Source: an optimization exercise on an open RTL-to-GDS flow (aim: small area and a short achievable clock period). Production flows keep margins and buffers that such runs may drop.
At most, simulation tests tie the RTL to the original design; equivalence was not proved.
The RTL of runs 2 to 4 was laid out without a check of its function.

==> flow/design.v, too long to show whole: its modules and the start of the top module <==
// module fa: 10 lines
// module ha: 9 lines
// module benc: 15 lines
// module bpp: 10 lines
// module mac32: 627 lines
// module alu: 81 lines
// module alu_top: 32 lines
module alu_top(
    input                 clk,
    input        [31 : 0] A,
    input        [31 : 0] B,
    input        [3  : 0] aluop,
    output logic [31 : 0] alures,
    output logic          ZF,
    output logic          OF
);
  // ...
==> flow/flow/run.sh <==
#!/bin/bash
# The standard layout (the standard.sh, standard synthesis unchanged), with the
# timing repair after CTS and global routing aiming for a larger setup margin on the
# worst path only.
set -euo pipefail
bash standard.sh SETUP_SLACK_MARGIN=9 TNS_END_PERCENT=0 finish > flow.log 2>&1
==> flow/standard.sh <==
#!/bin/bash
# synth_recipe.tcl (not shown) runs the flow's synth.tcl, then flattens the netlist and writes it again
# the make line also repeats each setting of config.mk as NAME=value (left out here)
make -C /OpenROAD-flow-scripts/flow DESIGN_CONFIG=/design/flow/config.mk WORK_HOME=/design/flow/orfs CLKGATE_MAP_FILE= SYNTH_SCRIPT=/design/flow/synth_recipe.tcl "${@:-finish}"
==> flow/config.mk <==
export PLATFORM = sky130hd
export DESIGN_NAME = alu_top
export DESIGN_NICKNAME = alu_top
export VERILOG_FILES = /design/flow/design.v
export SDC_FILE = /design/flow/constraint.sdc
export NUM_CORES = 4
export LEC_CHECK = 0
export CAP_MARGIN = 20
export CORE_MARGIN = 2
export CORE_UTILIZATION = 40
export SLEW_MARGIN = 20
export SYNTH_HIERARCHICAL = 1
==> flow/constraint.sdc <==
create_clock -name core_clock -period 15.0 [get_ports {clk}]
set_input_delay 3.0000 -clock core_clock [delete_from_list [all_inputs] [get_ports {clk}]]
set_output_delay 3.0000 -clock core_clock [all_outputs]
set_load 0.01 [all_outputs]
==> impl_metrics.json, run 1 <==
{
  "outcome": "complete, no violations",
  "cts_root_buf": "clkbuf_16",
  "start_util": 0.404,
  "n_all_inverters": 76,
  "cts_num_sinks": 102,
  "met3_length_mm": 10.4,
  "via_per_inst": 6.47,
  "post-cts-setup-buffers": 65,
  "fin_cells": 3094,
  "hold_path.class": "flip-flop to flip-flop",
  "ys_top_cells_by_count": "xnor2_1, a22oi_2, fa_1, nor2_1, nand2_1",
  "rsz0062_at_grt": "true",
  "design_area_um2": 26100,
  "synthXorXnorAreaFrac": 0.161,
  "crit_top_cell": "fa_1",
  "routedWlPerCell_um": 29.6,
  "drt_first_iter_violations": 2564,
  "synthToLayoutAreaGrowth_pct": 23.2,
  "track_usage": 0.330,
  "tritoncts": "done",
  "hold_viol": 0,
  "hold_buffers": 0,
  "pin_count": 103,
  "yosysMostFrequentCell": "xnor2_1"
}
==> module benc, before the edit <==
module benc(
    input  m,
    input  b2,
    input  b1,
    input  b0,
    input  f1,
    input  f2,
    output one,
    output two,
    output neg
);
    assign one = m ? (b1 ^ b0) : f1;
    assign two = m ? ((b2 & ~b1 & ~b0) | (~b2 & b1 & b0)) : f2;
    assign neg = m & b2;
endmodule
==> module alu, before the edit <==
module alu(
    input        [31 : 0] A,
    input        [31 : 0] B,
    input        [3  : 0] aluop,
    output logic [31 : 0] alures,
    output logic          ZF,
    output logic          OF
);
    logic          m, addm, shm, rv, sub;
    assign m    = (aluop[3:1] == 3'b100);
    assign addm = aluop[3] & (aluop[2] | aluop[1]);
    assign shm  = ~aluop[3] & aluop[2] & (aluop[1] | aluop[0]);
    assign rv   = ~aluop[3] & aluop[2] & aluop[1];
    assign sub  = aluop[2];
    logic [4 : 0]  t;
    logic [15 : 0] f1, f2;
    assign t = shm ? B[4:0] : 5'b0;
    genvar i;
    generate for (i = 0; i < 16; i++) begin : g_dig
        assign f1[i] = (t[4:1] == i) & ~t[0];
        assign f2[i] = (t[4:1] == i) & t[0];
    end endgenerate
    logic [31 : 0] rev_a, ma, r;
    generate for (i = 0; i < 32; i++) begin : g_rev
        assign rev_a[i] = A[31 - i];
    end endgenerate
    assign ma = rv ? rev_a : A;
    assign r  = {32{addm}} & (B ^ {32{sub}});
    logic [31 : 0] x, y, S, rev_s;
    mac32 U_mac(.a(ma), .b(B), .m(m), .f1(f1), .f2(f2), .r(r), .cin(addm & sub), .x(x), .y(y));
    assign S = x + y;
    generate for (i = 0; i < 32; i++) begin : g_revs
        assign rev_s[i] = S[31 - i];
    end endgenerate
    logic [31 : 0] px, ox;
    logic          zS;
    assign px = x ^ y;
    assign ox = x | y;
    assign zS = ~px[0] & ((px[31 : 1] ^ ox[30 : 0]) == 31'b0);
    logic bx31, ovf, lt;
    assign bx31 = B[31] ^ sub;
    assign ovf  = (A[31] == bx31) & (S[31] != A[31]);
    assign lt   = (A[31] ^ B[31]) ? (aluop[0] ? B[31] : A[31]) : S[31];
    logic          sfill;
    logic [31 : 0] fmask;
    assign sfill = rv & aluop[0] & A[31];
    assign fmask = {32{sfill}} & ~(32'hffffffff >> B[4:0]);
    logic [3 : 0]  tt;
    logic [31 : 0] lres;
    always_comb begin
        case (aluop[2:0])
            3'b000:  tt = 4'b1000;
            3'b001:  tt = 4'b1110;
            3'b010:  tt = 4'b0110;
            3'b011:  tt = 4'b0111;
            default: tt = 4'b0011;
        endcase
    end
    generate for (i = 0; i < 32; i++) begin : g_log
        assign lres[i] = A[i] ? (B[i] ? tt[3] : tt[2]) : (B[i] ? tt[1] : tt[0]);
    end endgenerate
    logic selS, selR, selL, selG;
    assign selS = aluop[3] & ~(aluop[2] & aluop[1]);        
    assign selL = aluop[3] & aluop[2] & aluop[1];           
    assign selR = rv;                                       
    assign selG = ~aluop[3] & ~(aluop[2] & (aluop[1] | aluop[0]));   
    logic [31 : 0] other;
    assign other = ({32{selG}} & lres) | fmask | {31'b0, selL & lt};
    always_comb begin
        if (selS | (aluop == 4'b0101)) alures = S;
        else if (selR)                 alures = rev_s | fmask;
        else                           alures = other;
    end
    always_comb begin
        if (selS | (aluop == 4'b0101)) ZF = zS;
        else if (selR)                 ZF = zS & ~sfill;
        else if (selL)                 ZF = ~lt;
        else                           ZF = (lres == 32'b0);
    end
    assign OF = ((aluop == 4'b1010) | (aluop == 4'b1100)) & ovf;
endmodule
==> run 2: changes to the inputs <==
--- a/flow/design.v
+++ b/flow/design.v
@@ -15,45 +15,48 @@
     output s,
     output c
 );
     assign s = x ^ y;
     assign c = x & y;
 endmodule
 module benc(
     input  m,
+    input  s,
     input  b2,
     input  b1,
     input  b0,
-    input  f1,
-    input  f2,
+    input  d1,
+    input  d2,
+    input  c1,
     output one,
     output two,
     output neg
 );
-    assign one = m ? (b1 ^ b0) : f1;
-    assign two = m ? ((b2 & ~b1 & ~b0) | (~b2 & b1 & b0)) : f2;
+    assign one = m ? (b1 ^ b0) : (s ? d1 : c1);
+    assign two = m ? ((b2 & ~b1 & ~b0) | (~b2 & b1 & b0)) : (s & d2);
     assign neg = m & b2;
 endmodule
 module bpp(
     input  one,
     input  two,
     input  neg,
     input  a1,
     input  a0,
     output pp
 );
     assign pp = ((one & a1) | (two & a0)) ^ neg;
 endmodule
 module mac32(
     input  [31 : 0] a,
     input  [31 : 0] b,
     input           m,
-    input  [15 : 0] f1,
-    input  [15 : 0] f2,
+    input           s,
+    input  [15 : 0] d1,
+    input  [15 : 0] d2,
     input  [31 : 0] r,
     input           cin,
     output [31 : 0] x,
     output [31 : 0] y
 );
     wire [15 : 0] one, two, neg;
     wire pp1, pp2, pp3, pp4, pp5, pp6, pp7, pp8, pp9, pp10, pp11, pp12, pp13, pp14, pp15, pp16;
     wire pp17, pp18, pp19, pp20, pp21, pp22, pp23, pp24, pp25, pp26, pp27, pp28, pp29, pp30, pp31, pp32;
@@ -101,17 +104,17 @@
     wire s689, c690, s691, c692, s693, c694, s695, c696, s697, c698, s699, c700, s701, c702, s703, c704;
     wire s705, c706, s707, c708, s709, c710, s711, c712, s713, c714, s715, c716, s717, c718, s719, c720;
     wire s721, c722, s723, c724, s725, c726, s727, c728, s729, c730, s731, c732, s733, c734, s735, c736;
     wire s737, c738, s739, s740, c741, s742, c743, s744, c745, s746, c747, s748, c749, s750, c751, s752;
     wire c753, s754, c755, s756, c757, s758, c759, s760, c761, s762, c763, s764, c765, s766, c767, s768;
     wire c769, s770, c771, s772, c773, s774, c775, s776, c777, s778, c779, s780, c781, s782, c783, s784;
     wire c785, s786, c787, s788, c789, s790, c791, s792, c793, s794, c795, s796, c797, s798, c799, s800;
     wire c801, s802;
-    benc E0(.m(m), .b2(b[1]), .b1(b[0]), .b0(1'b0), .f1(f1[0]), .f2(f2[0]), .one(one[0]), .two(two[0]), .neg(neg[0]));
+    benc E0(.m(m), .s(s), .b2(b[1]), .b1(b[0]), .b0(1'b0), .d1(d1[0]), .d2(d2[0]), .c1(1'b1), .one(one[0]), .two(two[0]), .neg(neg[0]));
     bpp P0_0(.one(one[0]), .two(two[0]), .neg(neg[0]), .a1(a[0]), .a0(1'b0), .pp(pp1));
     bpp P0_1(.one(one[0]), .two(two[0]), .neg(neg[0]), .a1(a[1]), .a0(a[0]), .pp(pp2));
     bpp P0_2(.one(one[0]), .two(two[0]), .neg(neg[0]), .a1(a[2]), .a0(a[1]), .pp(pp3));
     bpp P0_3(.one(one[0]), .two(two[0]), .neg(neg[0]), .a1(a[3]), .a0(a[2]), .pp(pp4));
     bpp P0_4(.one(one[0]), .two(two[0]), .neg(neg[0]), .a1(a[4]), .a0(a[3]), .pp(pp5));
     bpp P0_5(.one(one[0]), .two(two[0]), .neg(neg[0]), .a1(a[5]), .a0(a[4]), .pp(pp6));
     bpp P0_6(.one(one[0]), .two(two[0]), .neg(neg[0]), .a1(a[6]), .a0(a[5]), .pp(pp7));
     bpp P0_7(.one(one[0]), .two(two[0]), .neg(neg[0]), .a1(a[7]), .a0(a[6]), .pp(pp8));
@@ -134,17 +137,17 @@
     bpp P0_24(.one(one[0]), .two(two[0]), .neg(neg[0]), .a1(a[24]), .a0(a[23]), .pp(pp25));
     bpp P0_25(.one(one[0]), .two(two[0]), .neg(neg[0]), .a1(a[25]), .a0(a[24]), .pp(pp26));
     bpp P0_26(.one(one[0]), .two(two[0]), .neg(neg[0]), .a1(a[26]), .a0(a[25]), .pp(pp27));
     bpp P0_27(.one(one[0]), .two(two[0]), .neg(neg[0]), .a1(a[27]), .a0(a[26]), .pp(pp28));
     bpp P0_28(.one(one[0]), .two(two[0]), .neg(neg[0]), .a1(a[28]), .a0(a[27]), .pp(pp29));
     bpp P0_29(.one(one[0]), .two(two[0]), .neg(neg[0]), .a1(a[29]), .a0(a[28]), .pp(pp30));
     bpp P0_30(.one(one[0]), .two(two[0]), .neg(neg[0]), .a1(a[30]), .a0(a[29]), .pp(pp31));
     bpp P0_31(.one(one[0]), .two(two[0]), .neg(neg[0]), .a1(a[31]), .a0(a[30]), .pp(pp32));
-    benc E1(.m(m), .b2(b[3]), .b1(b[2]), .b0(b[1]), .f1(f1[1]), .f2(f2[1]), .one(one[1]), .two(two[1]), .neg(neg[1]));
+    benc E1(.m(m), .s(s), .b2(b[3]), .b1(b[2]), .b0(b[1]), .d1(d1[1]), .d2(d2[1]), .c1(1'b0), .one(one[1]), .two(two[1]), .neg(neg[1]));
     bpp P1_0(.one(one[1]), .two(two[1]), .neg(neg[1]), .a1(a[0]), .a0(1'b0), .pp(pp33));
     bpp P1_1(.one(one[1]), .two(two[1]), .neg(neg[1]), .a1(a[1]), .a0(a[0]), .pp(pp34));
     bpp P1_2(.one(one[1]), .two(two[1]), .neg(neg[1]), .a1(a[2]), .a0(a[1]), .pp(pp35));
     bpp P1_3(.one(one[1]), .two(two[1]), .neg(neg[1]), .a1(a[3]), .a0(a[2]), .pp(pp36));
     bpp P1_4(.one(one[1]), .two(two[1]), .neg(neg[1]), .a1(a[4]), .a0(a[3]), .pp(pp37));
     bpp P1_5(.one(one[1]), .two(two[1]), .neg(neg[1]), .a1(a[5]), .a0(a[4]), .pp(pp38));
     bpp P1_6(.one(one[1]), .two(two[1]), .neg(neg[1]), .a1(a[6]), .a0(a[5]), .pp(pp39));
     bpp P1_7(.one(one[1]), .two(two[1]), .neg(neg[1]), .a1(a[7]), .a0(a[6]), .pp(pp40));
@@ -165,17 +168,17 @@
     bpp P1_22(.one(one[1]), .two(two[1]), .neg(neg[1]), .a1(a[22]), .a0(a[21]), .pp(pp55));
     bpp P1_23(.one(one[1]), .two(two[1]), .neg(neg[1]), .a1(a[23]), .a0(a[22]), .pp(pp56));
     bpp P1_24(.one(one[1]), .two(two[1]), .neg(neg[1]), .a1(a[24]), .a0(a[23]), .pp(pp57));
     bpp P1_25(.one(one[1]), .two(two[1]), .neg(neg[1]), .a1(a[25]), .a0(a[24]), .pp(pp58));
     bpp P1_26(.one(one[1]), .two(two[1]), .neg(neg[1]), .a1(a[26]), .a0(a[25]), .pp(pp59));
     bpp P1_27(.one(one[1]), .two(two[1]), .neg(neg[1]), .a1(a[27]), .a0(a[26]), .pp(pp60));
     bpp P1_28(.one(one[1]), .two(two[1]), .neg(neg[1]), .a1(a[28]), .a0(a[27]), .pp(pp61));
     bpp P1_29(.one(one[1]), .two(two[1]), .neg(neg[1]), .a1(a[29]), .a0(a[28]), .pp(pp62));
-    benc E2(.m(m), .b2(b[5]), .b1(b[4]), .b0(b[3]), .f1(f1[2]), .f2(f2[2]), .one(one[2]), .two(two[2]), .neg(neg[2]));
+    benc E2(.m(m), .s(s), .b2(b[5]), .b1(b[4]), .b0(b[3]), .d1(d1[2]), .d2(d2[2]), .c1(1'b0), .one(one[2]), .two(two[2]), .neg(neg[2]));
     bpp P2_0(.one(one[2]), .two(two[2]), .neg(neg[2]), .a1(a[0]), .a0(1'b0), .pp(pp63));
     bpp P2_1(.one(one[2]), .two(two[2]), .neg(neg[2]), .a1(a[1]), .a0(a[0]), .pp(pp64));
     bpp P2_2(.one(one[2]), .two(two[2]), .neg(neg[2]), .a1(a[2]), .a0(a[1]), .pp(pp65));
     bpp P2_3(.one(one[2]), .two(two[2]), .neg(neg[2]), .a1(a[3]), .a0(a[2]), .pp(pp66));
     bpp P2_4(.one(one[2]), .two(two[2]), .neg(neg[2]), .a1(a[4]), .a0(a[3]), .pp(pp67));
     bpp P2_5(.one(one[2]), .two(two[2]), .neg(neg[2]), .a1(a[5]), .a0(a[4]), .pp(pp68));
     bpp P2_6(.one(one[2]), .two(two[2]), .neg(neg[2]), .a1(a[6]), .a0(a[5]), .pp(pp69));
     bpp P2_7(.one(one[2]), .two(two[2]), .neg(neg[2]), .a1(a[7]), .a0(a[6]), .pp(pp70));
@@ -194,17 +197,17 @@
     bpp P2_20(.one(one[2]), .two(two[2]), .neg(neg[2]), .a1(a[20]), .a0(a[19]), .pp(pp83));
     bpp P2_21(.one(one[2]), .two(two[2]), .neg(neg[2]), .a1(a[21]), .a0(a[20]), .pp(pp84));
     bpp P2_22(.one(one[2]), .two(two[2]), .neg(neg[2]), .a1(a[22]), .a0(a[21]), .pp(pp85));
     bpp P2_23(.one(one[2]), .two(two[2]), .neg(neg[2]), .a1(a[23]), .a0(a[22]), .pp(pp86));
     bpp P2_24(.one(one[2]), .two(two[2]), .neg(neg[2]), .a1(a[24]), .a0(a[23]), .pp(pp87));
     bpp P2_25(.one(one[2]), .two(two[2]), .neg(neg[2]), .a1(a[25]), .a0(a[24]), .pp(pp88));
     bpp P2_26(.one(one[2]), .two(two[2]), .neg(neg[2]), .a1(a[26]), .a0(a[25]), .pp(pp89));
     bpp P2_27(.one(one[2]), .two(two[2]), .neg(neg[2]), .a1(a[27]), .a0(a[26]), .pp(pp90));
-    benc E3(.m(m), .b2(b[7]), .b1(b[6]), .b0(b[5]), .f1(f1[3]), .f2(f2[3]), .one(one[3]), .two(two[3]), .neg(neg[3]));
+    benc E3(.m(m), .s(s), .b2(b[7]), .b1(b[6]), .b0(b[5]), .d1(d1[3]), .d2(d2[3]), .c1(1'b0), .one(one[3]), .two(two[3]), .neg(neg[3]));
     bpp P3_0(.one(one[3]), .two(two[3]), .neg(neg[3]), .a1(a[0]), .a0(1'b0), .pp(pp91));
     bpp P3_1(.one(one[3]), .two(two[3]), .neg(neg[3]), .a1(a[1]), .a0(a[0]), .pp(pp92));
     bpp P3_2(.one(one[3]), .two(two[3]), .neg(neg[3]), .a1(a[2]), .a0(a[1]), .pp(pp93));
     bpp P3_3(.one(one[3]), .two(two[3]), .neg(neg[3]), .a1(a[3]), .a0(a[2]), .pp(pp94));
     bpp P3_4(.one(one[3]), .two(two[3]), .neg(neg[3]), .a1(a[4]), .a0(a[3]), .pp(pp95));
     bpp P3_5(.one(one[3]), .two(two[3]), .neg(neg[3]), .a1(a[5]), .a0(a[4]), .pp(pp96));
     bpp P3_6(.one(one[3]), .two(two[3]), .neg(neg[3]), .a1(a[6]), .a0(a[5]), .pp(pp97));
     bpp P3_7(.one(one[3]), .two(two[3]), .neg(neg[3]), .a1(a[7]), .a0(a[6]), .pp(pp98));
@@ -221,17 +224,17 @@
     bpp P3_18(.one(one[3]), .two(two[3]), .neg(neg[3]), .a1(a[18]), .a0(a[17]), .pp(pp109));
     bpp P3_19(.one(one[3]), .two(two[3]), .neg(neg[3]), .a1(a[19]), .a0(a[18]), .pp(pp110));
     bpp P3_20(.one(one[3]), .two(two[3]), .neg(neg[3]), .a1(a[20]), .a0(a[19]), .pp(pp111));
     bpp P3_21(.one(one[3]), .two(two[3]), .neg(neg[3]), .a1(a[21]), .a0(a[20]), .pp(pp112));
     bpp P3_22(.one(one[3]), .two(two[3]), .neg(neg[3]), .a1(a[22]), .a0(a[21]), .pp(pp113));
     bpp P3_23(.one(one[3]), .two(two[3]), .neg(neg[3]), .a1(a[23]), .a0(a[22]), .pp(pp114));
     bpp P3_24(.one(one[3]), .two(two[3]), .neg(neg[3]), .a1(a[24]), .a0(a[23]), .pp(pp115));
     bpp P3_25(.one(one[3]), .two(two[3]), .neg(neg[3]), .a1(a[25]), .a0(a[24]), .pp(pp116));
-    benc E4(.m(m), .b2(b[9]), .b1(b[8]), .b0(b[7]), .f1(f1[4]), .f2(f2[4]), .one(one[4]), .two(two[4]), .neg(neg[4]));
+    benc E4(.m(m), .s(s), .b2(b[9]), .b1(b[8]), .b0(b[7]), .d1(d1[4]), .d2(d2[4]), .c1(1'b0), .one(one[4]), .two(two[4]), .neg(neg[4]));
     bpp P4_0(.one(one[4]), .two(two[4]), .neg(neg[4]), .a1(a[0]), .a0(1'b0), .pp(pp117));
     bpp P4_1(.one(one[4]), .two(two[4]), .neg(neg[4]), .a1(a[1]), .a0(a[0]), .pp(pp118));
     bpp P4_2(.one(one[4]), .two(two[4]), .neg(neg[4]), .a1(a[2]), .a0(a[1]), .pp(pp119));
     bpp P4_3(.one(one[4]), .two(two[4]), .neg(neg[4]), .a1(a[3]), .a0(a[2]), .pp(pp120));
     bpp P4_4(.one(one[4]), .two(two[4]), .neg(neg[4]), .a1(a[4]), .a0(a[3]), .pp(pp121));
     bpp P4_5(.one(one[4]), .two(two[4]), .neg(neg[4]), .a1(a[5]), .a0(a[4]), .pp(pp122));
     bpp P4_6(.one(one[4]), .two(two[4]), .neg(neg[4]), .a1(a[6]), .a0(a[5]), .pp(pp123));
     bpp P4_7(.one(one[4]), .two(two[4]), .neg(neg[4]), .a1(a[7]), .a0(a[6]), .pp(pp124));
@@ -246,17 +249,17 @@
     bpp P4_16(.one(one[4]), .two(two[4]), .neg(neg[4]), .a1(a[16]), .a0(a[15]), .pp(pp133));
     bpp P4_17(.one(one[4]), .two(two[4]), .neg(neg[4]), .a1(a[17]), .a0(a[16]), .pp(pp134));
     bpp P4_18(.one(one[4]), .two(two[4]), .neg(neg[4]), .a1(a[18]), .a0(a[17]), .pp(pp135));
     bpp P4_19(.one(one[4]), .two(two[4]), .neg(neg[4]), .a1(a[19]), .a0(a[18]), .pp(pp136));
     bpp P4_20(.one(one[4]), .two(two[4]), .neg(neg[4]), .a1(a[20]), .a0(a[19]), .pp(pp137));
     bpp P4_21(.one(one[4]), .two(two[4]), .neg(neg[4]), .a1(a[21]), .a0(a[20]), .pp(pp138));
     bpp P4_22(.one(one[4]), .two(two[4]), .neg(neg[4]), .a1(a[22]), .a0(a[21]), .pp(pp139));
     bpp P4_23(.one(one[4]), .two(two[4]), .neg(neg[4]), .a1(a[23]), .a0(a[22]), .pp(pp140));
-    benc E5(.m(m), .b2(b[11]), .b1(b[10]), .b0(b[9]), .f1(f1[5]), .f2(f2[5]), .one(one[5]), .two(two[5]), .neg(neg[5]));
+    benc E5(.m(m), .s(s), .b2(b[11]), .b1(b[10]), .b0(b[9]), .d1(d1[5]), .d2(d2[5]), .c1(1'b0), .one(one[5]), .two(two[5]), .neg(neg[5]));
     bpp P5_0(.one(one[5]), .two(two[5]), .neg(neg[5]), .a1(a[0]), .a0(1'b0), .pp(pp141));
     bpp P5_1(.one(one[5]), .two(two[5]), .neg(neg[5]), .a1(a[1]), .a0(a[0]), .pp(pp142));
     bpp P5_2(.one(one[5]), .two(two[5]), .neg(neg[5]), .a1(a[2]), .a0(a[1]), .pp(pp143));
     bpp P5_3(.one(one[5]), .two(two[5]), .neg(neg[5]), .a1(a[3]), .a0(a[2]), .pp(pp144));
     bpp P5_4(.one(one[5]), .two(two[5]), .neg(neg[5]), .a1(a[4]), .a0(a[3]), .pp(pp145));
     bpp P5_5(.one(one[5]), .two(two[5]), .neg(neg[5]), .a1(a[5]), .a0(a[4]), .pp(pp146));
     bpp P5_6(.one(one[5]), .two(two[5]), .neg(neg[5]), .a1(a[6]), .a0(a[5]), .pp(pp147));
     bpp P5_7(.one(one[5]), .two(two[5]), .neg(neg[5]), .a1(a[7]), .a0(a[6]), .pp(pp148));
@@ -269,17 +272,17 @@
     bpp P5_14(.one(one[5]), .two(two[5]), .neg(neg[5]), .a1(a[14]), .a0(a[13]), .pp(pp155));
     bpp P5_15(.one(one[5]), .two(two[5]), .neg(neg[5]), .a1(a[15]), .a0(a[14]), .pp(pp156));
     bpp P5_16(.one(one[5]), .two(two[5]), .neg(neg[5]), .a1(a[16]), .a0(a[15]), .pp(pp157));
     bpp P5_17(.one(one[5]), .two(two[5]), .neg(neg[5]), .a1(a[17]), .a0(a[16]), .pp(pp158));
     bpp P5_18(.one(one[5]), .two(two[5]), .neg(neg[5]), .a1(a[18]), .a0(a[17]), .pp(pp159));
     bpp P5_19(.one(one[5]), .two(two[5]), .neg(neg[5]), .a1(a[19]), .a0(a[18]), .pp(pp160));
     bpp P5_20(.one(one[5]), .two(two[5]), .neg(neg[5]), .a1(a[20]), .a0(a[19]), .pp(pp161));
     bpp P5_21(.one(one[5]), .two(two[5]), .neg(neg[5]), .a1(a[21]), .a0(a[20]), .pp(pp162));
-    benc E6(.m(m), .b2(b[13]), .b1(b[12]), .b0(b[11]), .f1(f1[6]), .f2(f2[6]), .one(one[6]), .two(two[6]), .neg(neg[6]));
+    benc E6(.m(m), .s(s), .b2(b[13]), .b1(b[12]), .b0(b[11]), .d1(d1[6]), .d2(d2[6]), .c1(1'b0), .one(one[6]), .two(two[6]), .neg(neg[6]));
     bpp P6_0(.one(one[6]), .two(two[6]), .neg(neg[6]), .a1(a[0]), .a0(1'b0), .pp(pp163));
     bpp P6_1(.one(one[6]), .two(two[6]), .neg(neg[6]), .a1(a[1]), .a0(a[0]), .pp(pp164));
     bpp P6_2(.one(one[6]), .two(two[6]), .neg(neg[6]), .a1(a[2]), .a0(a[1]), .pp(pp165));
     bpp P6_3(.one(one[6]), .two(two[6]), .neg(neg[6]), .a1(a[3]), .a0(a[2]), .pp(pp166));
     bpp P6_4(.one(one[6]), .two(two[6]), .neg(neg[6]), .a1(a[4]), .a0(a[3]), .pp(pp167));
     bpp P6_5(.one(one[6]), .two(two[6]), .neg(neg[6]), .a1(a[5]), .a0(a[4]), .pp(pp168));
     bpp P6_6(.one(one[6]), .two(two[6]), .neg(neg[6]), .a1(a[6]), .a0(a[5]), .pp(pp169));
     bpp P6_7(.one(one[6]), .two(two[6]), .neg(neg[6]), .a1(a[7]), .a0(a[6]), .pp(pp170));
@@ -290,17 +293,17 @@
     bpp P6_12(.one(one[6]), .two(two[6]), .neg(neg[6]), .a1(a[12]), .a0(a[11]), .pp(pp175));
     bpp P6_13(.one(one[6]), .two(two[6]), .neg(neg[6]), .a1(a[13]), .a0(a[12]), .pp(pp176));
     bpp P6_14(.one(one[6]), .two(two[6]), .neg(neg[6]), .a1(a[14]), .a0(a[13]), .pp(pp177));
     bpp P6_15(.one(one[6]), .two(two[6]), .neg(neg[6]), .a1(a[15]), .a0(a[14]), .pp(pp178));
     bpp P6_16(.one(one[6]), .two(two[6]), .neg(neg[6]), .a1(a[16]), .a0(a[15]), .pp(pp179));
     bpp P6_17(.one(one[6]), .two(two[6]), .neg(neg[6]), .a1(a[17]), .a0(a[16]), .pp(pp180));
     bpp P6_18(.one(one[6]), .two(two[6]), .neg(neg[6]), .a1(a[18]), .a0(a[17]), .pp(pp181));
     bpp P6_19(.one(one[6]), .two(two[6]), .neg(neg[6]), .a1(a[19]), .a0(a[18]), .pp(pp182));
-    benc E7(.m(m), .b2(b[15]), .b1(b[14]), .b0(b[13]), .f1(f1[7]), .f2(f2[7]), .one(one[7]), .two(two[7]), .neg(neg[7]));
+    benc E7(.m(m), .s(s), .b2(b[15]), .b1(b[14]), .b0(b[13]), .d1(d1[7]), .d2(d2[7]), .c1(1'b0), .one(one[7]), .two(two[7]), .neg(neg[7]));
     bpp P7_0(.one(one[7]), .two(two[7]), .neg(neg[7]), .a1(a[0]), .a0(1'b0), .pp(pp183));
     bpp P7_1(.one(one[7]), .two(two[7]), .neg(neg[7]), .a1(a[1]), .a0(a[0]), .pp(pp184));
     bpp P7_2(.one(one[7]), .two(two[7]), .neg(neg[7]), .a1(a[2]), .a0(a[1]), .pp(pp185));
     bpp P7_3(.one(one[7]), .two(two[7]), .neg(neg[7]), .a1(a[3]), .a0(a[2]), .pp(pp186));
     bpp P7_4(.one(one[7]), .two(two[7]), .neg(neg[7]), .a1(a[4]), .a0(a[3]), .pp(pp187));
     bpp P7_5(.one(one[7]), .two(two[7]), .neg(neg[7]), .a1(a[5]), .a0(a[4]), .pp(pp188));
     bpp P7_6(.one(one[7]), .two(two[7]), .neg(neg[7]), .a1(a[6]), .a0(a[5]), .pp(pp189));
     bpp P7_7(.one(one[7]), .two(two[7]), .neg(neg[7]), .a1(a[7]), .a0(a[6]), .pp(pp190));
@@ -309,94 +312,94 @@
     bpp P7_10(.one(one[7]), .two(two[7]), .neg(neg[7]), .a1(a[10]), .a0(a[9]), .pp(pp193));
     bpp P7_11(.one(one[7]), .two(two[7]), .neg(neg[7]), .a1(a[11]), .a0(a[10]), .pp(pp194));
     bpp P7_12(.one(one[7]), .two(two[7]), .neg(neg[7]), .a1(a[12]), .a0(a[11]), .pp(pp195));
     bpp P7_13(.one(one[7]), .two(two[7]), .neg(neg[7]), .a1(a[13]), .a0(a[12]), .pp(pp196));
     bpp P7_14(.one(one[7]), .two(two[7]), .neg(neg[7]), .a1(a[14]), .a0(a[13]), .pp(pp197));
     bpp P7_15(.one(one[7]), .two(two[7]), .neg(neg[7]), .a1(a[15]), .a0(a[14]), .pp(pp198));
     bpp P7_16(.one(one[7]), .two(two[7]), .neg(neg[7]), .a1(a[16]), .a0(a[15]), .pp(pp199));
     bpp P7_17(.one(one[7]), .two(two[7]), .neg(neg[7]), .a1(a[17]), .a0(a[16]), .pp(pp200));
-    benc E8(.m(m), .b2(b[17]), .b1(b[16]), .b0(b[15]), .f1(f1[8]), .f2(f2[8]), .one(one[8]), .two(two[8]), .neg(neg[8]));
+    benc E8(.m(m), .s(s), .b2(b[17]), .b1(b[16]), .b0(b[15]), .d1(d1[8]), .d2(d2[8]), .c1(1'b0), .one(one[8]), .two(two[8]), .neg(neg[8]));
     bpp P8_0(.one(one[8]), .two(two[8]), .neg(neg[8]), .a1(a[0]), .a0(1'b0), .pp(pp201));
     bpp P8_1(.one(one[8]), .two(two[8]), .neg(neg[8]), .a1(a[1]), .a0(a[0]), .pp(pp202));
     bpp P8_2(.one(one[8]), .two(two[8]), .neg(neg[8]), .a1(a[2]), .a0(a[1]), .pp(pp203));
     bpp P8_3(.one(one[8]), .two(two[8]), .neg(neg[8]), .a1(a[3]), .a0(a[2]), .pp(pp204));
     bpp P8_4(.one(one[8]), .two(two[8]), .neg(neg[8]), .a1(a[4]), .a0(a[3]), .pp(pp205));
     bpp P8_5(.one(one[8]), .two(two[8]), .neg(neg[8]), .a1(a[5]), .a0(a[4]), .pp(pp206));
     bpp P8_6(.one(one[8]), .two(two[8]), .neg(neg[8]), .a1(a[6]), .a0(a[5]), .pp(pp207));
     bpp P8_7(.one(one[8]), .two(two[8]), .neg(neg[8]), .a1(a[7]), .a0(a[6]), .pp(pp208));
     bpp P8_8(.one(one[8]), .two(two[8]), .neg(neg[8]), .a1(a[8]), .a0(a[7]), .pp(pp209));
     bpp P8_9(.one(one[8]), .two(two[8]), .neg(neg[8]), .a1(a[9]), .a0(a[8]), .pp(pp210));
     bpp P8_10(.one(one[8]), .two(two[8]), .neg(neg[8]), .a1(a[10]), .a0(a[9]), .pp(pp211));
     bpp P8_11(.one(one[8]), .two(two[8]), .neg(neg[8]), .a1(a[11]), .a0(a[10]), .pp(pp212));
     bpp P8_12(.one(one[8]), .two(two[8]), .neg(neg[8]), .a1(a[12]), .a0(a[11]), .pp(pp213));
     bpp P8_13(.one(one[8]), .two(two[8]), .neg(neg[8]), .a1(a[13]), .a0(a[12]), .pp(pp214));
     bpp P8_14(.one(one[8]), .two(two[8]), .neg(neg[8]), .a1(a[14]), .a0(a[13]), .pp(pp215));
     bpp P8_15(.one(one[8]), .two(two[8]), .neg(neg[8]), .a1(a[15]), .a0(a[14]), .pp(pp216));
-    benc E9(.m(m), .b2(b[19]), .b1(b[18]), .b0(b[17]), .f1(f1[9]), .f2(f2[9]), .one(one[9]), .two(two[9]), .neg(neg[9]));
+    benc E9(.m(m), .s(s), .b2(b[19]), .b1(b[18]), .b0(b[17]), .d1(d1[9]), .d2(d2[9]), .c1(1'b0), .one(one[9]), .two(two[9]), .neg(neg[9]));
     bpp P9_0(.one(one[9]), .two(two[9]), .neg(neg[9]), .a1(a[0]), .a0(1'b0), .pp(pp217));
     bpp P9_1(.one(one[9]), .two(two[9]), .neg(neg[9]), .a1(a[1]), .a0(a[0]), .pp(pp218));
     bpp P9_2(.one(one[9]), .two(two[9]), .neg(neg[9]), .a1(a[2]), .a0(a[1]), .pp(pp219));
     bpp P9_3(.one(one[9]), .two(two[9]), .neg(neg[9]), .a1(a[3]), .a0(a[2]), .pp(pp220));
     bpp P9_4(.one(one[9]), .two(two[9]), .neg(neg[9]), .a1(a[4]), .a0(a[3]), .pp(pp221));
     bpp P9_5(.one(one[9]), .two(two[9]), .neg(neg[9]), .a1(a[5]), .a0(a[4]), .pp(pp222));
     bpp P9_6(.one(one[9]), .two(two[9]), .neg(neg[9]), .a1(a[6]), .a0(a[5]), .pp(pp223));
     bpp P9_7(.one(one[9]), .two(two[9]), .neg(neg[9]), .a1(a[7]), .a0(a[6]), .pp(pp224));
     bpp P9_8(.one(one[9]), .two(two[9]), .neg(neg[9]), .a1(a[8]), .a0(a[7]), .pp(pp225));
     bpp P9_9(.one(one[9]), .two(two[9]), .neg(neg[9]), .a1(a[9]), .a0(a[8]), .pp(pp226));
     bpp P9_10(.one(one[9]), .two(two[9]), .neg(neg[9]), .a1(a[10]), .a0(a[9]), .pp(pp227));
     bpp P9_11(.one(one[9]), .two(two[9]), .neg(neg[9]), .a1(a[11]), .a0(a[10]), .pp(pp228));
     bpp P9_12(.one(one[9]), .two(two[9]), .neg(neg[9]), .a1(a[12]), .a0(a[11]), .pp(pp229));
     bpp P9_13(.one(one[9]), .two(two[9]), .neg(neg[9]), .a1(a[13]), .a0(a[12]), .pp(pp230));
-    benc E10(.m(m), .b2(b[21]), .b1(b[20]), .b0(b[19]), .f1(f1[10]), .f2(f2[10]), .one(one[10]), .two(two[10]), .neg(neg[10]));
+    benc E10(.m(m), .s(s), .b2(b[21]), .b1(b[20]), .b0(b[19]), .d1(d1[10]), .d2(d2[10]), .c1(1'b0), .one(one[10]), .two(two[10]), .neg(neg[10]));
     bpp P10_0(.one(one[10]), .two(two[10]), .neg(neg[10]), .a1(a[0]), .a0(1'b0), .pp(pp231));
     bpp P10_1(.one(one[10]), .two(two[10]), .neg(neg[10]), .a1(a[1]), .a0(a[0]), .pp(pp232));
     bpp P10_2(.one(one[10]), .two(two[10]), .neg(neg[10]), .a1(a[2]), .a0(a[1]), .pp(pp233));
     bpp P10_3(.one(one[10]), .two(two[10]), .neg(neg[10]), .a1(a[3]), .a0(a[2]), .pp(pp234));
     bpp P10_4(.one(one[10]), .two(two[10]), .neg(neg[10]), .a1(a[4]), .a0(a[3]), .pp(pp235));
     bpp P10_5(.one(one[10]), .two(two[10]), .neg(neg[10]), .a1(a[5]), .a0(a[4]), .pp(pp236));
     bpp P10_6(.one(one[10]), .two(two[10]), .neg(neg[10]), .a1(a[6]), .a0(a[5]), .pp(pp237));
     bpp P10_7(.one(one[10]), .two(two[10]), .neg(neg[10]), .a1(a[7]), .a0(a[6]), .pp(pp238));
     bpp P10_8(.one(one[10]), .two(two[10]), .neg(neg[10]), .a1(a[8]), .a0(a[7]), .pp(pp239));
     bpp P10_9(.one(one[10]), .two(two[10]), .neg(neg[10]), .a1(a[9]), .a0(a[8]), .pp(pp240));
     bpp P10_10(.one(one[10]), .two(two[10]), .neg(neg[10]), .a1(a[10]), .a0(a[9]), .pp(pp241));
     bpp P10_11(.one(one[10]), .two(two[10]), .neg(neg[10]), .a1(a[11]), .a0(a[10]), .pp(pp242));
-    benc E11(.m(m), .b2(b[23]), .b1(b[22]), .b0(b[21]), .f1(f1[11]), .f2(f2[11]), .one(one[11]), .two(two[11]), .neg(neg[11]));
+    benc E11(.m(m), .s(s), .b2(b[23]), .b1(b[22]), .b0(b[21]), .d1(d1[11]), .d2(d2[11]), .c1(1'b0), .one(one[11]), .two(two[11]), .neg(neg[11]));
     bpp P11_0(.one(one[11]), .two(two[11]), .neg(neg[11]), .a1(a[0]), .a0(1'b0), .pp(pp243));
     bpp P11_1(.one(one[11]), .two(two[11]), .neg(neg[11]), .a1(a[1]), .a0(a[0]), .pp(pp244));
     bpp P11_2(.one(one[11]), .two(two[11]), .neg(neg[11]), .a1(a[2]), .a0(a[1]), .pp(pp245));
     bpp P11_3(.one(one[11]), .two(two[11]), .neg(neg[11]), .a1(a[3]), .a0(a[2]), .pp(pp246));
     bpp P11_4(.one(one[11]), .two(two[11]), .neg(neg[11]), .a1(a[4]), .a0(a[3]), .pp(pp247));
     bpp P11_5(.one(one[11]), .two(two[11]), .neg(neg[11]), .a1(a[5]), .a0(a[4]), .pp(pp248));
     bpp P11_6(.one(one[11]), .two(two[11]), .neg(neg[11]), .a1(a[6]), .a0(a[5]), .pp(pp249));
     bpp P11_7(.one(one[11]), .two(two[11]), .neg(neg[11]), .a1(a[7]), .a0(a[6]), .pp(pp250));
     bpp P11_8(.one(one[11]), .two(two[11]), .neg(neg[11]), .a1(a[8]), .a0(a[7]), .pp(pp251));
     bpp P11_9(.one(one[11]), .two(two[11]), .neg(neg[11]), .a1(a[9]), .a0(a[8]), .pp(pp252));
-    benc E12(.m(m), .b2(b[25]), .b1(b[24]), .b0(b[23]), .f1(f1[12]), .f2(f2[12]), .one(one[12]), .two(two[12]), .neg(neg[12]));
+    benc E12(.m(m), .s(s), .b2(b[25]), .b1(b[24]), .b0(b[23]), .d1(d1[12]), .d2(d2[12]), .c1(1'b0), .one(one[12]), .two(two[12]), .neg(neg[12]));
     bpp P12_0(.one(one[12]), .two(two[12]), .neg(neg[12]), .a1(a[0]), .a0(1'b0), .pp(pp253));
     bpp P12_1(.one(one[12]), .two(two[12]), .neg(neg[12]), .a1(a[1]), .a0(a[0]), .pp(pp254));
     bpp P12_2(.one(one[12]), .two(two[12]), .neg(neg[12]), .a1(a[2]), .a0(a[1]), .pp(pp255));
     bpp P12_3(.one(one[12]), .two(two[12]), .neg(neg[12]), .a1(a[3]), .a0(a[2]), .pp(pp256));
     bpp P12_4(.one(one[12]), .two(two[12]), .neg(neg[12]), .a1(a[4]), .a0(a[3]), .pp(pp257));
     bpp P12_5(.one(one[12]), .two(two[12]), .neg(neg[12]), .a1(a[5]), .a0(a[4]), .pp(pp258));
     bpp P12_6(.one(one[12]), .two(two[12]), .neg(neg[12]), .a1(a[6]), .a0(a[5]), .pp(pp259));
     bpp P12_7(.one(one[12]), .two(two[12]), .neg(neg[12]), .a1(a[7]), .a0(a[6]), .pp(pp260));
-    benc E13(.m(m), .b2(b[27]), .b1(b[26]), .b0(b[25]), .f1(f1[13]), .f2(f2[13]), .one(one[13]), .two(two[13]), .neg(neg[13]));
+    benc E13(.m(m), .s(s), .b2(b[27]), .b1(b[26]), .b0(b[25]), .d1(d1[13]), .d2(d2[13]), .c1(1'b0), .one(one[13]), .two(two[13]), .neg(neg[13]));
     bpp P13_0(.one(one[13]), .two(two[13]), .neg(neg[13]), .a1(a[0]), .a0(1'b0), .pp(pp261));
     bpp P13_1(.one(one[13]), .two(two[13]), .neg(neg[13]), .a1(a[1]), .a0(a[0]), .pp(pp262));
     bpp P13_2(.one(one[13]), .two(two[13]), .neg(neg[13]), .a1(a[2]), .a0(a[1]), .pp(pp263));
     bpp P13_3(.one(one[13]), .two(two[13]), .neg(neg[13]), .a1(a[3]), .a0(a[2]), .pp(pp264));
     bpp P13_4(.one(one[13]), .two(two[13]), .neg(neg[13]), .a1(a[4]), .a0(a[3]), .pp(pp265));
     bpp P13_5(.one(one[13]), .two(two[13]), .neg(neg[13]), .a1(a[5]), .a0(a[4]), .pp(pp266));
-    benc E14(.m(m), .b2(b[29]), .b1(b[28]), .b0(b[27]), .f1(f1[14]), .f2(f2[14]), .one(one[14]), .two(two[14]), .neg(neg[14]));
+    benc E14(.m(m), .s(s), .b2(b[29]), .b1(b[28]), .b0(b[27]), .d1(d1[14]), .d2(d2[14]), .c1(1'b0), .one(one[14]), .two(two[14]), .neg(neg[14]));
     bpp P14_0(.one(one[14]), .two(two[14]), .neg(neg[14]), .a1(a[0]), .a0(1'b0), .pp(pp267));
     bpp P14_1(.one(one[14]), .two(two[14]), .neg(neg[14]), .a1(a[1]), .a0(a[0]), .pp(pp268));
     bpp P14_2(.one(one[14]), .two(two[14]), .neg(neg[14]), .a1(a[2]), .a0(a[1]), .pp(pp269));
     bpp P14_3(.one(one[14]), .two(two[14]), .neg(neg[14]), .a1(a[3]), .a0(a[2]), .pp(pp270));
-    benc E15(.m(m), .b2(b[31]), .b1(b[30]), .b0(b[29]), .f1(f1[15]), .f2(f2[15]), .one(one[15]), .two(two[15]), .neg(neg[15]));
+    benc E15(.m(m), .s(s), .b2(b[31]), .b1(b[30]), .b0(b[29]), .d1(d1[15]), .d2(d2[15]), .c1(1'b0), .one(one[15]), .two(two[15]), .neg(neg[15]));
     bpp P15_0(.one(one[15]), .two(two[15]), .neg(neg[15]), .a1(a[0]), .a0(1'b0), .pp(pp271));
     bpp P15_1(.one(one[15]), .two(two[15]), .neg(neg[15]), .a1(a[1]), .a0(a[0]), .pp(pp272));
     ha H1(.x(neg[11]), .y(r[22]), .s(s273), .c(c274));
     ha H2(.x(r[23]), .y(pp108), .s(s275), .c(c276));
     fa F3(.x(neg[12]), .y(r[24]), .z(pp109), .s(s277), .c(c278));
     ha H4(.x(pp133), .y(pp155), .s(s279), .c(c280));
     fa F5(.x(r[25]), .y(pp110), .z(pp134), .s(s281), .c(c282));
     ha H6(.x(pp156), .y(pp176), .s(s283), .c(c284));
@@ -675,37 +678,35 @@
     input        [31 : 0] A,
     input        [31 : 0] B,
     input        [3  : 0] aluop,
     output logic [31 : 0] alures,
     output logic          ZF,
     output logic          OF
 );
     logic          m, addm, shm, rv, sub;
-    assign m    = (aluop[3:1] == 3'b100);
+    assign m    = aluop[3] & ~aluop[2] & ~aluop[1];
     assign addm = aluop[3] & (aluop[2] | aluop[1]);
     assign shm  = ~aluop[3] & aluop[2] & (aluop[1] | aluop[0]);
     assign rv   = ~aluop[3] & aluop[2] & aluop[1];
     assign sub  = aluop[2];
-    logic [4 : 0]  t;
-    logic [15 : 0] f1, f2;
-    assign t = shm ? B[4:0] : 5'b0;
+    logic [15 : 0] d1, d2;
     genvar i;
     generate for (i = 0; i < 16; i++) begin : g_dig
-        assign f1[i] = (t[4:1] == i) & ~t[0];
-        assign f2[i] = (t[4:1] == i) & t[0];
+        assign d1[i] = (B[4:1] == i) & ~B[0];
+        assign d2[i] = (B[4:1] == i) & B[0];
     end endgenerate
     logic [31 : 0] rev_a, ma, r;
     generate for (i = 0; i < 32; i++) begin : g_rev
         assign rev_a[i] = A[31 - i];
     end endgenerate
     assign ma = rv ? rev_a : A;
     assign r  = {32{addm}} & (B ^ {32{sub}});
     logic [31 : 0] x, y, S, rev_s;
-    mac32 U_mac(.a(ma), .b(B), .m(m), .f1(f1), .f2(f2), .r(r), .cin(addm & sub), .x(x), .y(y));
+    mac32 U_mac(.a(ma), .b(B), .m(m), .s(shm), .d1(d1), .d2(d2), .r(r), .cin(addm & sub), .x(x), .y(y));
     assign S = x + y;
     generate for (i = 0; i < 32; i++) begin : g_revs
         assign rev_s[i] = S[31 - i];
     end endgenerate
     logic [31 : 0] px, ox;
     logic          zS;
     assign px = x ^ y;
     assign ox = x | y;
==> flow/run.sh (new file) <==
#!/bin/bash
# synth_recipe.tcl (not shown) runs the flow's synth.tcl, then flattens the netlist and writes it again
# the make line also repeats each setting of config.mk as NAME=value (left out here)
make -C /OpenROAD-flow-scripts/flow DESIGN_CONFIG=/design/flow/config.mk WORK_HOME=/design/flow/orfs CLKGATE_MAP_FILE= SYNTH_SCRIPT=/design/flow/synth_recipe.tcl finish
removed: flow/flow/run.sh
removed: flow/standard.sh
==> run 2 against run 1 <==
Net effect:
- setup slack worse by 1800 ps
- final cell count fell by 2.9%
- via count decreased by 6.8%
- register-to-register slack worse by 1800 ps
- die area increased by 1.2%
- critical path depth down 4
- largest cell class unchanged
- cell area decreased by 9.2%
==> impl_metrics.json, run 2 <==
{
  "antenna_found_initial": 0,
  "synthDistinctLibCells": 74,
  "syn_avg_cell_area_um2": 9.49,
  "port_buffers": 102,
  "r2r-end": "OF",
  "setup_violations": 0,
  "ctsResizeCount": 0,
  "track_usage": 0.294,
  "cts_buffers": 9,
  "nets": 2716,
  "drv_cap": 0,
  "synthCells": 2263,
  "layout_common_cells": "xnor2_1, a22oi_2, fa_1, nor2_1, inv_1",
  "start_util": 0.407,
  "worstSkewPairLatency_ps": 380,
  "worstMarginPinSlew_ps": 1140,
  "post-cts-setup-buffers": 0,
  "final_antenna_net_count": 0,
  "drtPass1Iterations": 6,
  "reg_top3": "A_r: 32 flops, B_r: 32 flops, alures: 32 flops",
  "yosysMostFrequentCell": "xnor2_1",
  "hp-start": "aluop_r[3]",
  "reg2reg_depth": 22,
  "ys_ff_latch": 102,
  "cts_num_sinks": 102,
  "crit_path_top_delay_cell": "mux2i_4",
  "drive_above_1_share": 0.188,
  "rsz0062_at_grt": "false",
  "drt_first_iter_violations": 2122,
  "vias": 18700,
  "synth_top_area_cell": "fa_1",
  "grt_pass1_vias": 18600,
  "worstSetupStartpointType": "flip-flop",
  "critical_path_class": "flip-flop to flip-flop",
  "grt-ovfl-total": 0,
  "grt_pass1_wl_mm": 123,
  "clk_path_buf_depth": 2,
  "via_per_inst": 6.21,
  "pin_count": 103,
  "design.core.area_um2": 52800,
  "cts_root_buf": "clkbuf_16",
  "routedWlPerCell_um": 27.3,
  "clkTransAtPathRegs_ps": 80,
  "routed_wl_mm": 82.1,
  "fp.dieH_um": 236,
  "outcome": "complete, no violations",
  "crit_chain": "inv_1, nor3_2, buf_4, mux2i_4, a22oi_2, xnor2_1, fa_1, fa_1, fa_1, fa_1, fa_1, fa_1, inv_1, ha_1, a21oi_1, o21ai_0, and4bb_2, nand3_1, a21oi_1, nor2_1, mux2_2, o22ai_1",
  "yosysTopAreaCellShare": 0.226,
  "place_congestion": 0.944,
  "synthToLayoutAreaGrowth_pct": 10.5,
  "mostFrequentLayoutCell": "xnor2_1",
  "die_w_um": 236,
  "cp_slowest_stage_delay_ps": 1020,
  "cp_data_required_time_ps": 15310,
  "whs_path_depth": 2,
  "hpwlAfterDp_mm": 61.4,
  "placed_cells": 2989,
  "synth_area_leaders": "fa_1, a22oi_2, xnor2_1",
  "max_slew_margin": 0.221,
  "die_area_um2": 55500,
  "utilization": 0.450,
  "min_to": "alures[0]",
  "fmax_mhz": 113,
  "tns_ps": 0,
  "yosysSeqAreaShare": 0.0951,
  "maxSlewViolCount": 0,
  "r2r_slack_ps": 6150,
  "synth_edf_count": 0,
  "skew_ps": 17.9,
  "ys_top_cells_by_count": "xnor2_1, a22oi_2, fa_1, nor2_1, inv_1",
  "ys.warnings.count": 8,
  "hold_path.class": "flip-flop to flip-flop",
  "tritoncts": "done",
  "hold_viol": 0,
  "cts_max_level": 3,
  "finalCriticalPeriod_ps": 8850,
  "crit_top_cell": "fa_1",
  "hold_buffers": 0,
  "async_flop_share": 0,
  "fin_crit_sh": 0.590,
  "arrival_ps": 9150,
  "num_antenna_cells": 0,
  "dominantRegCellSynth": "dfxtp_1",
  "cp-end-kind": "flip-flop",
  "drc": 0,
  "fin_cells": 3005,
  "path_max_fanout": 64,
  "grt_max_degree": 83,
  "syn-cell-area_um2": 21500,
  "reg2reg_from": "aluop_r[3]",
  "core.rowCount": 84
}
## run 2: cell count changes after synthesis, moves of 16 or more
| cell | before | now |
|---|---|---|
| a21o_1 | 58 | 17 |
| or3b_1 | 16 | 0 |
| nand4b_1 | 2 | 18 |
| inv_1 | 76 | 120 |
| o22ai_1 | 16 | 38 |
| o21ai_0 | 63 | 87 |
| mux2i_1 | 3 | 35 |
| nand2_1 | 144 | 107 |
| nor3_1 | 24 | 46 |
| and2_1 | 21 | 3 |
## run 2: kinds of logic after synthesis
family	share of synthesized area
other cells	0.000350
xor+xnor	0.157
buf+inv	0.0632
compound gates	0.272
simple gates	0.101
mux	0.0174
flops	0.0951
fa+ha+maj	0.294
## run 2: through the flow
step / hold WS (ps) / area (µm²) / setup WS, ps
floorplan: 599 / 21600 / 2250
global placement: 682 / 23400 / 6350
detailed placement: 691 / 23400 / 6270
CTS: 706 / 23700 / 6220
global route: 781 / 23700 / 5710
finish: 724 / 23700 / 6150
## run 2: how the worst max path moves through the flow
stage | startpoint | to | slack, ps | depth (start not counted)
after global routing | aluop_r[3] | OF | 5710 | 22
after CTS | aluop_r[3] | OF | 6220 | 22
after global placement | aluop_r[3] | OF | 6350 | 23
after floorplan | aluop_r[2] | OF | 2250 | 26
after detailed placement | aluop_r[3] | OF | 6270 | 22
final | aluop_r[3] | OF | 6150 | 22
## run 2: per-layer routing
layer  part of all wire  global-route usage  up-vias
li1                   -                   -     8030
met1               0.42               0.401     9451
met2               0.46               0.472     1018
met3              0.089              0.0524      156
met4              0.034              0.0938        0
met5                  0                   0        -
## run 2: area by class of cell
cell class                      instances  area [µm²]
Clock buffer                           10         229
Clock inverter                          6        55.1
Fill cell                            5045       29000
Inverter                              120         450
Multi-Input combinational cell       1908       18500
Sequential cell                       102        2050
Tap cell                              688         861
Timing Repair Buffer                  171        1540
## run 2: critical path, delay by kind of cell, from the launching register on
kind | cells | cell delay, ps
AND/OR/NAND/NOR | 4 | 920
adder cells (fa/ha/maj) | 7 | 3540
XOR/XNOR | 1 | 190
AO/OA/AOI/OAI | 5 | 960
buffers and inverters | 3 | 1120
flip-flops | 1 | 610
multiplexers | 2 | 1390
## run 2: per-module statistics from Yosys, one instance, submodules excluded
module,cells inside,flops+latches
alu,1150,0
ha,1,0
fa,1,0
benc,8,0
mac32,67,0
bpp,2,0
alu_top,102,102
==> run 3: changes to the inputs <==
==> flow/flow/run.sh (new file) <==
#!/bin/bash
# The standard layout (the standard.sh, standard synthesis unchanged), with the
# timing repair after CTS and global routing aiming for a larger setup margin on the
# worst path only.
set -euo pipefail
bash standard.sh SETUP_SLACK_MARGIN=10 TNS_END_PERCENT=0 finish > flow.log 2>&1
==> flow/standard.sh (new file) <==
#!/bin/bash
# synth_recipe.tcl (not shown) runs the flow's synth.tcl, then flattens the netlist and writes it again
# the make line also repeats each setting of config.mk as NAME=value (left out here)
make -C /OpenROAD-flow-scripts/flow DESIGN_CONFIG=/design/flow/config.mk WORK_HOME=/design/flow/orfs CLKGATE_MAP_FILE= SYNTH_SCRIPT=/design/flow/synth_recipe.tcl "${@:-finish}"
removed: flow/run.sh
==> run 3 against run 2 <==
Net effect:
- final cell count grew 4.1%
- critical endpoint is now ZF
- flip-flop and latch count is the same
- maximum frequency grew 25%
- core utilization grew 5.1 points
- largest cell class unchanged
==> impl_metrics.json, run 3 <==
{
  "hold_path.class": "flip-flop to flip-flop",
  "hpwlAfterDp_mm": 61.1,
  "design.core.area_um2": 52800,
  "place_congestion": 1.01,
  "via_per_inst": 6.44,
  "port_buffers": 102,
  "track_usage": 0.326,
  "max_slew_margin": 0.255,
  "cp_data_required_time_ps": 15310,
  "rsz0062_at_grt": "true",
  "vias": 20100,
  "ys_ff_latch": 102,
  "start_util": 0.407,
  "synthToLayoutAreaGrowth_pct": 22.9,
  "grt_pass1_vias": 20500,
  "die_w_um": 236,
  "pin_count": 103,
  "yosysMostFrequentCell": "xnor2_1",
  "ys_top_cells_by_count": "xnor2_1, a22oi_2, fa_1, nor2_1, inv_1",
  "cts_buffers": 9,
  "fin_crit_sh": 0.471,
  "arrival_ps": 7380,
  "yosysSeqAreaShare": 0.0951,
  "tns_ps": 0,
  "nets": 2839,
  "hold_viol": 0,
  "drc": 0,
  "synthDistinctLibCells": 74,
  "dominantRegCellSynth": "dfxtp_1",
  "mostFrequentLayoutCell": "xnor2_1",
  "ys.warnings.count": 8,
  "worstSetupStartpointType": "flip-flop",
  "yosysTopAreaCellShare": 0.226,
  "synth_edf_count": 0,
  "utilization": 0.500,
  "synth_top_area_cell": "fa_1",
  "outcome": "complete, no violations",
  "syn-cell-area_um2": 21500,
  "antenna_found_initial": 0,
  "synthCells": 2263,
  "die_area_um2": 55500,
  "syn_avg_cell_area_um2": 9.49,
  "async_flop_share": 0,
  "clk_path_buf_depth": 2,
  "grt-ovfl-total": 0,
  "grt_pass1_wl_mm": 135,
  "clkTransAtPathRegs_ps": 70,
  "drive_above_1_share": 0.279,
  "fp.dieH_um": 236,
  "reg_top3": "A_r: 32 flops, B_r: 32 flops, alures: 32 flops",
  "skew_ps": 23.8,
  "cts_max_level": 3,
  "tritoncts": "done",
  "drt_first_iter_violations": 2792,
  "cts_num_sinks": 102,
  "final_antenna_net_count": 0,
  "drtPass1Iterations": 8,
  "routedWlPerCell_um": 29.3,
  "cts_root_buf": "clkbuf_16",
  "grt_max_degree": 80,
  "setup_violations": 0,
  "worstMarginPinSlew_ps": 1120,
  "cp-end-kind": "flip-flop",
  "placed_cells": 2994,
  "r2r_slack_ps": 7930,
  "fmax_mhz": 142,
  "synth_area_leaders": "fa_1, a22oi_2, xnor2_1",
  "critical_path_class": "flip-flop to flip-flop",
  "fin_cells": 3128,
  "worstSkewPairLatency_ps": 390,
  "finalCriticalPeriod_ps": 7070,
  "routed_wl_mm": 91.8,
  "core.rowCount": 84,
  "drv_cap": 0,
  "path_max_fanout": 8,
  "hold_buffers": 0,
  "num_antenna_cells": 0,
  "maxSlewViolCount": 0,
  "layout_common_cells": "xnor2_1, a22oi_2, fa_1, nor2_1, inv_1"
}
-- run 3: layout make-up --
| class | instances | area (µm²) |
|---|---|---|
| Tap cell | 688 | 861 |
| Inverter | 120 | 464 |
| Multi-Input combinational cell | 1909 | 19300 |
| Sequential cell | 102 | 2060 |
| Timing Repair Buffer | 293 | 3470 |
| Clock inverter | 6 | 43.8 |
| Fill cell | 4746 | 26400 |
| Clock buffer | 10 | 239 |
-- run 3: metrics by stage --
stage / cell area (µm²) / setup slack, ps / hold WS [ps]
final: 26400 / 7930 / 755
after global routing: 26400 / 7760 / 775
after CTS: 26100 / 8070 / 734
after detailed placement: 23600 / 6090 / 717
after global placement: 23600 / 6100 / 719
after floorplan: 21900 / 5690 / 568
-- run 3: logic make-up (layout without fill, tap and decap cells) --
family	Yosys count	in the layout	share of synthesized area
other	2	35	0.000350
DFF	102	102	0.0951
and+or+nand+nor	450	451	0.101
muxes	37	37	0.0174
adders and majority gates	366	366	0.294
AOI/OAI and AO/OA	635	635	0.272
xor gates and xnor gates	385	385	0.157
buffers and inverters	286	429	0.0632
-- run 3: path summary, 6_finish.rpt --
kind	startpoint	to	depth (start not counted)
setup reg to reg	aluop_r[3]	ZF	25
hold reg to reg	A_r[31]	OF	3
hold / removal	A_r[31]	OF	3
setup / recovery	aluop_r[3]	ZF	25
-- run 3: repair_timing --
item | 4_1_cts | 5_1_grt
pin swaps | 61 | 15
setup buffers | 70 | 27
gates cloned | 20 | 1
endpoints found under the setup margin | 34 | 34
resized for setup | 199 | 26
-- run 3: Yosys stat by module (local to each module, per instance) --
module | cells | flops+latches | times used
alu | 1150 | 0 | 1
bpp | 2 | 0 | 272
fa | 1 | 0 | 241
alu_top | 102 | 102 | 1
benc | 8 | 0 | 16
mac32 | 67 | 0 | 1
ha | 1 | 0 | 31
-- run 3: layer usage --
metal | part of all wire | vias to the layer above | track usage
met5 | 0 | - | 0
met4 | 0.065 | 0 | 0.175
met3 | 0.12 | 387 | 0.0898
met2 | 0.43 | 1487 | 0.500
met1 | 0.38 | 9981 | 0.417
li1 | - | 8283 | -
-- run 3: critical path, stage by stage, from the launching register on --
cell       delay [ps]
dfxtp_4           380
inv_4              40
buf_8             120
nor3_4            220
buf_12            190
buf_16            160
nand2_4            60
o311ai_4          310
buf_6             170
bufbuf_16         290
a22oi_2            80
xnor2_2           160
fa_2              500
fa_2              560
fa_2              440
fa_2              360
fa_2              440
fa_2              640
inv_2              60
ha_4              300
xor2_2            200
nand4_1           130
nor4_2            310
nand4_1           230
o41ai_4           490
a41o_1            150
==> run 4: changes to the inputs <==
==> flow/flow/run.sh (replaced) <==
#!/bin/bash
# The standard layout (the standard.sh, standard synthesis unchanged), with the
# timing repair after CTS and global routing aiming for a larger setup margin on the
# worst path only.
set -euo pipefail
bash standard.sh SETUP_SLACK_MARGIN=9 TNS_END_PERCENT=0 finish > flow.log 2>&1
==> run 4 against run 3 <==
Net effect:
- largest cell class unchanged
- sequential share of layout area unchanged
- highest routed layer unchanged
- register-to-register slack about the same
- hold slack unchanged
- core utilization unchanged
- critical path depth unchanged
- critical endpoint unchanged
- flip-flop and latch count unchanged
- via count unchanged
- cell area unchanged
- setup slack unchanged
==> impl_metrics.json, run 4 <==
{
  "start_util": 0.407,
  "vias": 20100,
  "yosysMostFrequentCell": "xnor2_1",
  "drv_cap": 0,
  "synth_edf_count": 0,
  "grt_pass1_vias": 20500,
  "drive_above_1_share": 0.279,
  "hold_viol": 0,
  "cts_max_level": 3,
  "grt_max_degree": 80,
  "crit_top_cell": "fa_2",
  "async_flop_share": 0,
  "skew_ps": 23.8,
  "critPathTopFamily": "adder cells",
  "crit_path_top_delay_cell": "fa_2",
  "nets": 2839,
  "place_congestion": 1.01,
  "critical_path_class": "flip-flop to flip-flop",
  "syn-cell-area_um2": 21500,
  "synth_top_area_cell": "fa_1",
  "design_area_um2": 26400,
  "design.core.area_um2": 52800,
  "die_w_um": 236,
  "hold_buffers": 0,
  "clk_path_buf_depth": 2,
  "cp_slowest_stage_delay_ps": 640,
  "final_antenna_net_count": 0,
  "max_slew_margin": 0.255,
  "setup_violations": 0,
  "maxSlewViolCount": 0,
  "grt-ovfl-total": 0,
  "placed_cell_area_um2": 23600,
  "pin_count": 103,
  "synth_area_leaders": "fa_1, a22oi_2, xnor2_1",
  "worstSkewPairLatency_ps": 390,
  "track_usage": 0.326,
  "layout_common_cells": "xnor2_1, a22oi_2, fa_1, nor2_1, inv_1",
  "hold_path.class": "flip-flop to flip-flop",
  "fp.dieH_um": 236,
  "ys_ff_latch": 102,
  "nFillCells": 4746,
  "die_area_um2": 55500,
  "rsz0062_at_grt": "true",
  "ys_top_cells_by_count": "xnor2_1, a22oi_2, fa_1, nor2_1, inv_1",
  "dominantRegCellSynth": "dfxtp_1",
  "cts_buffers": 9,
  "antenna_found_initial": 0,
  "mostFrequentLayoutCell": "xnor2_1",
  "routedWlPerCell_um": 29.3,
  "port_buffers": 102,
  "cts_root_buf": "clkbuf_16",
  "drc": 0,
  "drt_first_iter_violations": 2792,
  "cts_num_sinks": 102,
  "crit_buf_inv": 7,
  "arrival_ps": 7380,
  "finalCriticalPeriod_ps": 7070,
  "tns_ps": 0,
  "synthToLayoutAreaGrowth_pct": 22.9,
  "ys.warnings.count": 8,
  "fin_cells": 3128,
  "fmax_mhz": 142,
  "hpwlAfterDp_mm": 61.1,
  "tritoncts": "done",
  "via_per_inst": 6.44,
  "cp_data_required_time_ps": 15310,
  "placed_cells": 2994,
  "synthCells": 2263,
  "core.rowCount": 84,
  "path_max_fanout": 8,
  "routed_wl_mm": 91.8,
  "grt_pass1_wl_mm": 135,
  "reg_top3": "A_r: 32 flops, B_r: 32 flops, alures: 32 flops",
  "fin_crit_sh": 0.471,
  "outcome": "complete, no violations",
  "cp-end-kind": "flip-flop",
  "worstSetupStartpointType": "flip-flop",
  "worstMarginPinSlew_ps": 1120,
  "yosysTopAreaCellShare": 0.226,
  "yosysSeqAreaShare": 0.0951,
  "synthDistinctLibCells": 74,
  "clkTransAtPathRegs_ps": 70,
  "drtPass1Iterations": 8,
  "syn_avg_cell_area_um2": 9.49,
  "num_antenna_cells": 0
}
## run 4: cell counts after synthesis
Identical to the previous run, type by type.
## run 4: worst reg2reg max path: stages, from the launching register on
cell,delay [ps]
dfxtp_4,380
inv_4,40
buf_8,120
nor3_4,220
buf_12,190
buf_16,160
nand2_4,60
o311ai_4,310
buf_6,170
bufbuf_16,290
a22oi_2,80
xnor2_2,160
fa_2,500
fa_2,560
fa_2,440
fa_2,360
fa_2,440
fa_2,640
inv_2,70
ha_4,300
xor2_2,200
nand4_1,130
nor4_2,310
nand4_1,240
o41ai_4,490
a41o_1,150
## run 4: Yosys stat by module, one instance, submodules excluded, a selection
module	flip-flops and latches	times used
benc	0	16
alu	0	1
ha	0	31
bpp	0	272
alu_top	102	1
fa	0	241
## run 4: stage by stage
step	worst slack (ps)	hold slack, ps	util
2_1_floorplan	5690	568	-
3_3_place_gp	6100	719	0.448
3_5_place_dp	6090	717	0.448
4_1_cts	8070	734	0.494
5_1_grt	7760	775	0.500
6_report	7930	755	0.500
## run 4: cell type report
cell class / instances / area, µm² / area share
Multi-Input combinational cell: 1909 / 19300 / 0.730
Clock inverter: 6 / 43.8 / 0.00166
Inverter: 120 / 464 / 0.0176
Tap cell: 688 / 861 / 0.0326
Timing Repair Buffer: 293 / 3470 / 0.131
Clock buffer: 10 / 239 / 0.00905
Sequential cell: 102 / 2060 / 0.0780
## run 4: what timing repair did
item,4_1_cts,5_1_grt
pin swaps,61,15
resized for setup,199,26
gates cloned,20,1
endpoints found under the setup margin,34,34
setup buffers,70,27
## run 4: metal layers
metal,global-route usage,vias to the layer above,part of all wire
met4,0.175,0,0.065
li1,-,8283,-
met2,0.500,1487,0.43
met1,0.417,9981,0.38
met3,0.0898,387,0.12
met5,0,-,0
## run 4: final timing paths
path	startpoint	end	slack (ps)	cells after the start
max	aluop_r[3]	ZF	7930	25
min	A_r[31]	OF	750	3
max reg2reg	aluop_r[3]	ZF	7930	25
min reg2reg	A_r[31]	OF	750	3
## run 4: cell families after synthesis
group | share of synthesized area
AOI/OAI and AO/OA | 0.272
and+or+nand+nor | 0.101
xor gates and xnor gates | 0.157
adders and majority gates | 0.294
buffers and inverters | 0.0632
DFF | 0.0951
muxes | 0.0174
other | 0.000350

==> port drivers added, routing unchanged <==
The flow's constraints put no driver on any port. The routed layouts listed below were extracted and timed again, unchanged, in two steps.
Step 1, drivers: a clkbuf_16 drives clk and a buf_2 each remaining input, both assumed.
Step 2 times the ports against the registers' clock, not the clock port: input delays grow and output delays shrink by t, the midpoint of the rising clock arrivals with the driver on.
Three values: ideal, step 1, step 2; two values: the first two.
| run | t, ns | setup slack, ns | worst setup path after step 2 | clock arrival spread, ns | cell pins on the clock port's net |
|---|---|---|---|---|---|
| run 1 | 0.436 | 7.917 / 7.917 / 7.917 | register to register | 0.016 / 0.016 | 1 |
| run 2 | 0.418 | 6.155 / 6.155 / 6.155 | register to register | 0.019 / 0.019 | 1 |
| run 3 | 0.422 | 7.934 / 7.934 / 7.934 | register to register | 0.026 / 0.026 | 1 |
| run 4 | 0.422 | 7.934 / 7.934 / 7.934 | register to register | 0.026 / 0.026 | 1 |
After both steps setup and hold are still met in every run listed.
